What follows belongs to an exercise in optimizing a design on an open flow for small area and a short achievable clock period; a production flow would make more cautious choices.
In this exercise RTL edits were held to simulation tests only and were not proved equivalent to the original.
Power figures rest on the tool's default switching activity, not on a simulated workload.

==> flow/design.v <==
module clock_divider #(parameter [17:0] TERM = 18'd0)(in_clk, sys_rst, rst, out_clk);
    input in_clk;
    input sys_rst;
    input rst;
    output reg out_clk;
    reg [17:0] lfsr;
    wire term = (lfsr == TERM);
    always @(posedge in_clk) begin
        if (sys_rst | term)
            lfsr <= 18'd0;
        else
            lfsr <= {lfsr[16:0], ~(lfsr[17] ^ lfsr[10])};
        if (sys_rst)
            out_clk <= 1'b0;
        else if (term)
            out_clk <= ~out_clk;
        else if (rst)
            out_clk <= 1'b0;
    end
endmodule
module note #(parameter HEIGHT0 = 100, HEIGHT1 = 100)(clk, sys_rst, gameclk, in_reset, o_yhigh, o_hs);
    input clk, sys_rst;
    input gameclk, in_reset;
    output reg [9:0] o_yhigh;
    output reg o_hs;
    localparam [9:0] END0 = 480 + HEIGHT1;
    localparam [9:0] END1 = 480 + HEIGHT0;
    wire last = o_hs ? ((o_yhigh & END1) == END1) : ((o_yhigh & END0) == END0);
    always @(posedge clk) begin
        if (sys_rst) begin
            o_yhigh <= 0;
            o_hs <= 0;
        end
        else if (gameclk) begin
            if (in_reset) begin
                o_yhigh <= 0;
                o_hs <= 0;
            end
            else if (last) begin
                o_yhigh <= 0;
                o_hs <= ~o_hs;
            end
            else
                o_yhigh <= o_yhigh + 1'b1;
        end
    end
endmodule
module lane_score(clk, clr, up, dn, zero);
    input clk, clr, up, dn;
    output zero;
    reg [13:0] s;
    assign zero = (s == 14'd0);
    wire fwd_fb = s[13] ^ s[4] ^ s[2] ^ s[0] ^ (s[12:0] == 13'd0);
    wire bwd_fb = s[0] ^ s[5] ^ s[3] ^ s[1] ^ (s[13:1] == 13'd0);
    always @(posedge clk) begin
        if (clr)
            s <= 14'd0;
        else if (up)
            s <= {s[12:0], fwd_fb};
        else if (dn)
            s <= {bwd_fb, s[13:1]};
    end
endmodule
module display (clk, sys_rst, switchClk, rst, clr, up, dn, segval, whichseg);
    input clk, sys_rst;
    input switchClk;
    input rst, clr;
    input [4:0] up, dn;
    output reg [6:0] segval;
    output reg [3:0] whichseg;
    reg [1:0] cntr;
    reg [3:0] d0, d1, d2, d3;
    reg top;
    wire [2:0] nup = up[0] + up[1] + up[2] + up[3] + up[4];
    wire [2:0] ndn = dn[0] + dn[1] + dn[2] + dn[3] + dn[4];
    wire [4:0] sum5 = d0 + nup + 5'd5 - ndn;
    reg [3:0] n0, n1, n2, n3;
    reg ntop;
    reg c0p, c0m, c1p, c1m, c2p, c2m, c3p, c3m;
    always @(*) begin
        c0p = (sum5 >= 15);
        c0m = (sum5 < 5);
        n0 = c0p ? sum5 - 5'd15 : c0m ? sum5 + 5'd5 : sum5 - 5'd5;
        c1p = c0p & (d1 == 9); c1m = c0m & (d1 == 0);
        n1 = c0p ? (c1p ? 4'd0 : d1 + 1'b1) : c0m ? (c1m ? 4'd9 : d1 - 1'b1) : d1;
        c2p = c1p & (d2 == 9); c2m = c1m & (d2 == 0);
        n2 = c1p ? (c2p ? 4'd0 : d2 + 1'b1) : c1m ? (c2m ? 4'd9 : d2 - 1'b1) : d2;
        c3p = c2p & (d3 == 9); c3m = c2m & (d3 == 0);
        n3 = c2p ? (c3p ? 4'd0 : d3 + 1'b1) : c2m ? (c3m ? 4'd9 : d3 - 1'b1) : d3;
        ntop = top ^ c3p ^ c3m;
        if (ntop && n3 == 6 && n2 == 3 && n1 == 8 && n0 >= 4) begin
            ntop = 0; n3 = 0; n2 = 0; n1 = 0; n0 = n0 - 4'd4;
        end
        else if (c3m && !top) begin
            ntop = 1; n3 = 6; n2 = 3;
            n1 = (n0 >= 6) ? 4'd8 : 4'd7;
            n0 = (n0 >= 6) ? n0 - 4'd6 : n0 + 4'd4;
        end
    end
    always @(posedge clk) begin
        if (clr) begin
            d0 <= 0; d1 <= 0; d2 <= 0; d3 <= 0; top <= 0;
        end
        else begin
            d0 <= n0; d1 <= n1; d2 <= n2; d3 <= n3; top <= ntop;
        end
    end
    always @(*) begin
        case (cntr)
            2'd0: whichseg = 4'b0111;
            2'd1: whichseg = 4'b1011;
            2'd2: whichseg = 4'b1101;
            default: whichseg = 4'b1110;
        endcase
    end
    reg [3:0] dig;
    always @(*) begin
        case (cntr)
            2'd0: dig = d0;
            2'd1: dig = d1;
            2'd2: dig = d2;
            default: dig = d3;
        endcase
    end
    always @(*) begin
        case (dig)
            4'd0: segval = 7'b0000001;
            4'd1: segval = 7'b1001111;
            4'd2: segval = 7'b0010010;
            4'd3: segval = 7'b0000110;
            4'd4: segval = 7'b1001100;
            4'd5: segval = 7'b0100100;
            4'd6: segval = 7'b0100000;
            4'd7: segval = 7'b0001111;
            4'd8: segval = 7'b0000000;
            4'd9: segval = 7'b0000100;
            default: segval = 7'bxxxxxxx;
        endcase
    end
    always @(posedge clk) begin
        if (sys_rst)
            cntr <= 0;
        else if (switchClk)
            cntr <= rst ? 2'd0 : cntr + 1'b1;
    end
endmodule
module vga_controller(clk, sys_rst, VGAclk, reset, hsync, vsync, o_x, o_y);
    input clk, sys_rst;
    input VGAclk, reset;
    output hsync, vsync;
    output reg [9:0] o_x, o_y;
    wire hlast = o_x[9] & o_x[8] & o_x[4] & o_x[3] & o_x[2] & o_x[1] & o_x[0];  
    wire vlast = o_y[9] & o_y[3] & o_y[2];                                     
    assign hsync = ~(o_x >= 10'd655 && o_x <= 10'd751);
    assign vsync = ~(o_y >= 10'd489 && o_y <= 10'd491);
    always @(posedge clk) begin
        if (sys_rst) begin
            o_x <= 0;
            o_y <= 0;
        end
        else if (VGAclk) begin
            o_x <= hlast ? 10'd0 : o_x + 1'b1;
            if (hlast)
                o_y <= vlast ? 10'd0 : o_y + 1'b1;
            else if (reset)
                o_y <= 0;
        end
    end
endmodule
module guitar_hero(clk, rst, btnRst, sw, hsync, vsync, buzzer, r, g, b, o_segval, o_whichseg);
    input clk, rst, btnRst;
    input [4:0] sw;
    output hsync, vsync;
    output reg [2:0] r, g;
    output reg [1:0] b;
    output [3:0] o_whichseg;
    output [6:0] o_segval;
    output reg buzzer;
    wire reset;
    wire a3, b3, c4, d4, e4;
    wire [9:0] x, y;
    reg [3:0] rstHist;
    assign reset = ~rstHist[3] & ~rstHist[2] & rstHist[1] & rstHist[0];
    reg [6:0] c100;
    reg [4:0] c25;
    reg vga_out, game_out, disp_out;
    wire vga_tc  = c100[0];
    wire game_tc = c100[6] & c100[5] & c100[1] & c100[0];    
    wire disp_tc = game_tc & c25[4] & c25[3];               
    wire VGAclk    = ~vga_out & vga_tc;
    wire gameclk   = ~game_out & game_tc;
    wire switchClk = ~disp_out & disp_tc;
    always @(posedge clk) begin
        if (rst) begin
            c100 <= 0;
            c25 <= 0;
        end
        else begin
            c100 <= game_tc ? 7'd0 : c100 + 1'b1;
            if (game_tc)
                c25 <= (c25[4] & c25[3]) ? 5'd0 : c25 + 1'b1;
        end
    end
    always @(posedge clk) begin
        if (rst) begin
            vga_out <= 0;
            game_out <= 0;
            disp_out <= 0;
        end
        else begin
            vga_out  <= vga_tc  ? ~vga_out  : vga_out  & ~reset;
            game_out <= game_tc ? ~game_out : game_out & ~reset;
            disp_out <= disp_tc ? ~disp_out : disp_out & ~reset;
        end
    end
    always @(posedge clk) begin
        if (rst)
            rstHist <= 4'b0000;
        else if (gameclk)
            rstHist <= {rstHist[2], rstHist[1], rstHist[0], btnRst};
    end
    vga_controller vga (.clk(clk), .sys_rst(rst), .VGAclk(VGAclk), .reset(reset), .hsync(hsync), .vsync(vsync), .o_x(x), .o_y(y));
    wire [9:0] yh1, yh2, yh3, yh4, yh5;
    wire hs1, hs2, hs3, hs4, hs5;
    note #(73, 133)  note1 (.clk(clk), .sys_rst(rst), .gameclk(gameclk), .in_reset(reset), .o_yhigh(yh1), .o_hs(hs1));
    note #(123, 67)  note2 (.clk(clk), .sys_rst(rst), .gameclk(gameclk), .in_reset(reset), .o_yhigh(yh2), .o_hs(hs2));
    note #(53, 180)  note3 (.clk(clk), .sys_rst(rst), .gameclk(gameclk), .in_reset(reset), .o_yhigh(yh3), .o_hs(hs3));
    note #(152, 43)  note4 (.clk(clk), .sys_rst(rst), .gameclk(gameclk), .in_reset(reset), .o_yhigh(yh4), .o_hs(hs4));
    note #(85, 115)  note5 (.clk(clk), .sys_rst(rst), .gameclk(gameclk), .in_reset(reset), .o_yhigh(yh5), .o_hs(hs5));
    clock_divider #(18'h1c37e) play_a3 (.in_clk(clk), .sys_rst(rst), .rst(reset), .out_clk(a3));
    clock_divider #(18'h36a3b) play_b3 (.in_clk(clk), .sys_rst(rst), .rst(reset), .out_clk(b3));
    clock_divider #(18'h07c8d) play_c4 (.in_clk(clk), .sys_rst(rst), .rst(reset), .out_clk(c4));
    clock_divider #(18'h1e197) play_d4 (.in_clk(clk), .sys_rst(rst), .rst(reset), .out_clk(d4));
    clock_divider #(18'h06577) play_e4 (.in_clk(clk), .sys_rst(rst), .rst(reset), .out_clk(e4));
    wire in1 = x >= 74  && x <= 154;
    wire in2 = x >= 176 && x <= 256;
    wire in3 = x >= 278 && x <= 358;
    wire in4 = x >= 380 && x <= 460;
    wire in5 = x >= 482 && x <= 562;
    reg [9:0] syh;
    reg [7:0] sh;
    always @(*) begin
        syh = 10'bx; sh = 8'bx;
        if (in1) begin syh = yh1; sh = hs1 ? 8'd73  : 8'd133; end
        if (in2) begin syh = yh2; sh = hs2 ? 8'd123 : 8'd67;  end
        if (in3) begin syh = yh3; sh = hs3 ? 8'd53  : 8'd180; end
        if (in4) begin syh = yh4; sh = hs4 ? 8'd152 : 8'd43;  end
        if (in5) begin syh = yh5; sh = hs5 ? 8'd85  : 8'd115; end
    end
    wire innote = (in1 | in2 | in3 | in4 | in5) && syh >= {2'b00, sh} && y <= syh && y + {2'b00, sh} >= syh;
    wire vline = (y <= 431) && (
        (x >= 62  && x <= 64)  || (x >= 164 && x <= 166) || (x >= 266 && x <= 268) ||
        (x >= 368 && x <= 370) || (x >= 470 && x <= 472) || (x >= 572 && x <= 574));
    wire hline = x >= 63 && x <= 573 && y >= 430 && y <= 432;
    wire bline = y >= 360 && y <= 362;
    always @ (*) begin
        if (vline || hline) begin
            r = 3'b011; g = 3'b011; b = 2'b01;
        end
        else if (bline) begin
            r = 3'b111; g = 3'b111; b = 2'b11;
        end
        else if (y > 432 || !innote) begin
            r = 3'b000; g = 3'b000; b = 2'b00;
        end
        else if (in1) begin
            r = 3'b111; g = 3'b000; b = 2'b00;
        end
        else if (in2) begin
            r = 3'b000; g = 3'b000; b = 2'b11;
        end
        else if (in3) begin
            r = 3'b000; g = 3'b111; b = 2'b00;
        end
        else if (in4) begin
            r = 3'b111; g = 3'b111; b = 2'b00;
        end
        else begin
            r = 3'b111; g = 3'b000; b = 2'b11;
        end
    end
    wire win1 = yh1 >= 362 && yh1 <= (hs1 ? 360 + 73  : 360 + 133);
    wire win2 = yh2 >= 362 && yh2 <= (hs2 ? 360 + 123 : 360 + 67);
    wire win3 = yh3 >= 362 && yh3 <= (hs3 ? 360 + 53  : 360 + 180);
    wire win4 = yh4 >= 362 && yh4 <= (hs4 ? 360 + 152 : 360 + 43);
    wire win5 = yh5 >= 362 && yh5 <= (hs5 ? 360 + 85  : 360 + 115);
    wire [4:0] win = {win1, win2, win3, win4, win5};
    wire tick = gameclk & ~reset;
    wire sclr = rst | (gameclk & reset);
    wire [4:0] nz;
    wire nz_n1, nz_n2, nz_n3, nz_n4, nz_n5;
    wire [4:0] up = {5{tick}} & sw & win;
    wire [4:0] dn = {5{tick}} & sw & ~win & nz;
    lane_score s1 (.clk(clk), .clr(sclr), .up(up[4]), .dn(dn[4]), .zero(nz_n1));
    lane_score s2 (.clk(clk), .clr(sclr), .up(up[3]), .dn(dn[3]), .zero(nz_n2));
    lane_score s3 (.clk(clk), .clr(sclr), .up(up[2]), .dn(dn[2]), .zero(nz_n3));
    lane_score s4 (.clk(clk), .clr(sclr), .up(up[1]), .dn(dn[1]), .zero(nz_n4));
    lane_score s5 (.clk(clk), .clr(sclr), .up(up[0]), .dn(dn[0]), .zero(nz_n5));
    assign nz = ~{nz_n1, nz_n2, nz_n3, nz_n4, nz_n5};
    display disp(.clk(clk), .sys_rst(rst), .switchClk(switchClk), .rst(reset), .clr(sclr), .up(up), .dn(dn), .segval(o_segval), .whichseg(o_whichseg));
    always @ (*) begin
        casez (sw)
            5'b1????: buzzer = a3;
            5'b01???: buzzer = b3;
            5'b001??: buzzer = c4;
            5'b0001?: buzzer = d4;
            5'b00001: buzzer = e4;
            default : buzzer = 1'b1;
        endcase
    end
endmodule
==> flow/run.sh <==
#!/bin/bash
# synth_recipe.tcl (not shown) runs the flow's synth.tcl, then flattens the netlist and writes it again
# the make line also repeats each setting of config.mk as NAME=value (left out here)
make -C /OpenROAD-flow-scripts/flow DESIGN_CONFIG=/design/flow/config.mk WORK_HOME=/design/flow/orfs CLKGATE_MAP_FILE= SYNTH_SCRIPT=/design/flow/synth_recipe.tcl finish
==> flow/config.mk <==
export PLATFORM = sky130hd
export DESIGN_NAME = guitar_hero
export DESIGN_NICKNAME = guitar_hero
export VERILOG_FILES = /design/flow/design.v
export SDC_FILE = /design/flow/constraint.sdc
export NUM_CORES = 4
export LEC_CHECK = 0
export ABC_CLOCK_PERIOD_IN_PS = 50000
export CAP_MARGIN = 20
export CORE_MARGIN = 2
export CORE_UTILIZATION = 40
export SLEW_MARGIN = 20
==> flow/constraint.sdc <==
create_clock -name core_clock -period 90.0 [get_ports {clk}]
set_input_delay 18.0000 -clock core_clock [delete_from_list [all_inputs] [get_ports {clk}]]
set_output_delay 18.0000 -clock core_clock [all_outputs]
set_load 0.01 [all_outputs]
==> impl_metrics.csv <==
group,metric,value,unit
floorplanning,core_area,38400,um2
synth,ys_seq_area_share,36.0,%
setup_path,crit_path_cell_trace,"clkdlybuf4s50_1 > nor2_1 > a221oi_1 > a211oi_1 > o31ai_1 > clkdlybuf4s50_1",
flow_run,maxCapViolCount,0,
synth,synth.avg_cell_area,8.20,um2
floorplanning,die_h,201,um
setup_path,start_kind,"primary input",
floorplanning,rows,72,
floorplanning,start_util,40.3,%
floorplanning,die_w,201,um
sta,tightest_slew,0.962,ns
sta,rsz0062_at_grt,"false",
clock_tree,htree_num_levels,1,
clock_tree,cts-resized-gates,0,
sta,finClkSkew,0.0274,ns
setup_path,slowest_stage,"clkdlybuf4s50_1",
setup_path,worstPathArrival,19.75,ns
finish,final_util,44.9,%
global_routing,grt.met2_usage,29.6,%
sta,maxSlewHeadroom,35.0,%
synth,ys_warn_count,14,
drt,drc,0,
global_routing,use_met1,24.9,%
sta,drv_slew,0,
global_routing,gr-max-usage-layer,"met2",
place,dp_hpwl,26.0,mm
drt,viasPerCell,5.47,
finish,syn_to_final_growth,11.6,%
global_routing,grt_max_degree,66,
global_routing,grt_pass1_vias,12400,
global_routing,grt.total_usage,18.1,%
sta,setup_viol,0,
global_routing,grt_antenna_before_repair,0,
drt,wl_per_cell,15.2,um
sta,max_freq,0.0265,GHz
clock_tree,hold_buffers,0,
sta,hold_violations,0,
sta,finalSetupTns,0,ns
power_and_ir_drop,power_density,15.3,nW/um2
setup_path,crit_top_cell,"clkdlybuf4s50_1",
clock_tree,cts_root_buf,"clkbuf_16",
finish,diodes,0,
sta,min_period_over_period,41.9,%
drt,dr.pass1.iters,5,
synth,synthFlopType,"dfxtp_1",
drt,vias,13200,
clock_tree,path_clk_slew,0.06,ns
clock_tree,clk_path_buf_depth,3,
worst_hold_path,hold_class,"flip-flop to flip-flop",
clock_tree,cts_setup_buffers,0,
setup_path,max_stage_delay,0.60,ns
place,gp_congestion,0.884,
status,outcome,"no timing/DRC/antenna violations",
global_routing,gr-total-overflow,0,
clock_tree,cts_tree,"yes",
power_and_ir_drop,vdd_drop_max,0.0142,mV
sta,timing.hold.ws,0.438,ns
place,io_buffers,29,
global_routing,grtUsageMet3,2.19,%
setup_path,path_class,"primary input to output port",
synth,ys_types,77,
setup_path,crit_family,"buffers and inverters",
sta,period_minus_slack,37.75,ns
floorplanning,dieArea,40200,um2
clock_tree,cts_buffers,31,
finish,drive_gt1_share,4.58,%
synth,netlist_instances,1886,
synth,synthesis.area,15500,um2
setup_path,required,72.00,ns
synth,syn-num-nets,2016,
clock_tree,clock_latency,0.60,ns
drt,postRouteAntennaNets,0,
power_and_ir_drop,power.leakage,0.00684,uW
finish,fin_nets,2006,
setup_path,crit_buf_inv,2,
setup_path,path_max_fanout,3,
synth,synth-edff-count,0,
floorplanning,io_pins,30,
synth,async_flop_share,0,%
drt,drt_iter0_drc,848,
drt,routed_wl,36.7,mm
setup_path,crit_path_end_kind,"output port",
synth,ys_ff_latch,278,
clock_tree,clock-sinks,278,
global_routing,grt_pass1_wl,62.4,mm
[worst paths after layout]
check	startpoint	to	slack (ns)	cells past startpoint
setup / recovery	sw[1]	buzzer	52.25	6
hold / removal	play_c4.lfsr[8]	play_c4.lfsr[9]	0.44	1
setup reg to reg	note1.o_hs	disp.d3[0]	80.50	32
hold reg to reg	play_c4.lfsr[8]	play_c4.lfsr[9]	0.44	1
[worst register-to-register path: cells and delay by family (launching register included)]
family / cells / cell delay [ns]
buffers and inverters: 4 / 0.24
AND/OR/NAND/NOR: 9 / 3.38
flip-flops: 1 / 0.54
XOR/XNOR: 2 / 0.73
AO/OA/AOI/OAI: 7 / 1.02
adder cells (fa/ha/maj): 10 / 3.43
[cells in the mapped netlist (21+ instances only)]
library cell	count	area, um2
a21o_1	21	158
nor2_1	247	927
o22ai_1	55	344
nand4_1	35	219
nor4_1	24	150
inv_1	95	357
ha_1	112	1400
nor3_1	89	445
nand2_1	127	477
o21ai_0	70	350
a21oi_1	102	510
clkbuf_1	72	270
dfxtp_1	278	5570
nor2b_1	27	169
xor2_1	52	455
and2_1	85	532
xnor2_1	43	377
nand3_1	52	260
a211oi_1	24	180
[layout by cell type (no fill, tap or decap), drive strengths merged, types with 35 or more instances in the layout]
cell	instances
inv	97
and2	85
nand3	52
ha	112
o21ai	73
nand4	35
dfxtp	278
clkbuf	42
nor2	247
a21oi	103
xor2	52
xnor2	43
nor3	89
nand2	128
o22ai	55
[where the power goes]
| group | switching [uW] | internal, uW |
|---|---|---|
| clock network | 53.5 | 82.0 |
| registers | 0.627 | 124 |
| logic | 3.03 | 1.40 |
[cell type report]
type,count,area (um2)
multi-input combinational,1428,9200
sequential,278,5570
tap,518,648
timing repair buffer,41,375
clock buffer,42,867
fill,3808,21100
clock inverter,15,228
inverter,96,360
[kinds of logic after synthesis]
group                    Yosys count  synth area share [%]
AND/OR/NAND/NOR                  808                  26.4
XOR/XNOR                          95                  5.38
AO/OA/AOI/OAI                    391                  16.5
multiplexers                      12                 0.785
flip-flops                       278                  36.0
buffers and inverters            180                  4.54
adder cells (fa/ha/maj)          122                  10.4
[flip-flops by register name, summed over array words and instances (netlist names), 14 cells and up]
| register | flops |
|---|---|
| play_a3.lfsr | 18 |
| play_b3.lfsr | 18 |
| play_c4.lfsr | 18 |
| play_d4.lfsr | 18 |
| play_e4.lfsr | 18 |
| s1.s | 14 |
| s2.s | 14 |
| s3.s | 14 |
| s4.s | 14 |
| s5.s | 14 |
[routing by layer]
metal	wire [um]	share of wire, %
met5	0	0
met4	955	2.6
met3	1630	4.5
met2	16600	45
met1	17500	48
[stage by stage]
step | power (uW) | instances | cell area, um2 | worst slack, ns
after floorplan | 130 | 1886 | 15500 | 53.32
after global placement | 131 | 2361 | 16100 | 52.20
after detailed placement | 132 | 2361 | 16200 | 52.25
after CTS | 268 | 2418 | 17200 | 52.23
after global routing | 274 | 2418 | 17200 | 52.11
final | 264 | 2418 | 17200 | 52.25

-- port drivers added, routing unchanged --
The results above use ideal ports. As a check the final layout listed here was re-extracted and re-timed, cells and wires unchanged.
Step 1 sets driving cells, clkbuf_16 on the clock port and buf_2 on the other inputs (assumed; they add their load-dependent delay and slew).
Step 2 also shifts input and output timing later by t, the mid clock arrival at the registers, as if the neighbouring blocks saw the same clock.
a / b / c = ideal ports / drivers / drivers and shift; a / b = the first two.
shift t [ns]: 0.642
setup slack, ns: 52.253 / 52.231 / 52.231
worst setup path at the end: input to output
After both steps setup and hold are still met in this run. The setup slack of this run moves by -0.022 ns with the drivers and by -0.022 ns with both steps.
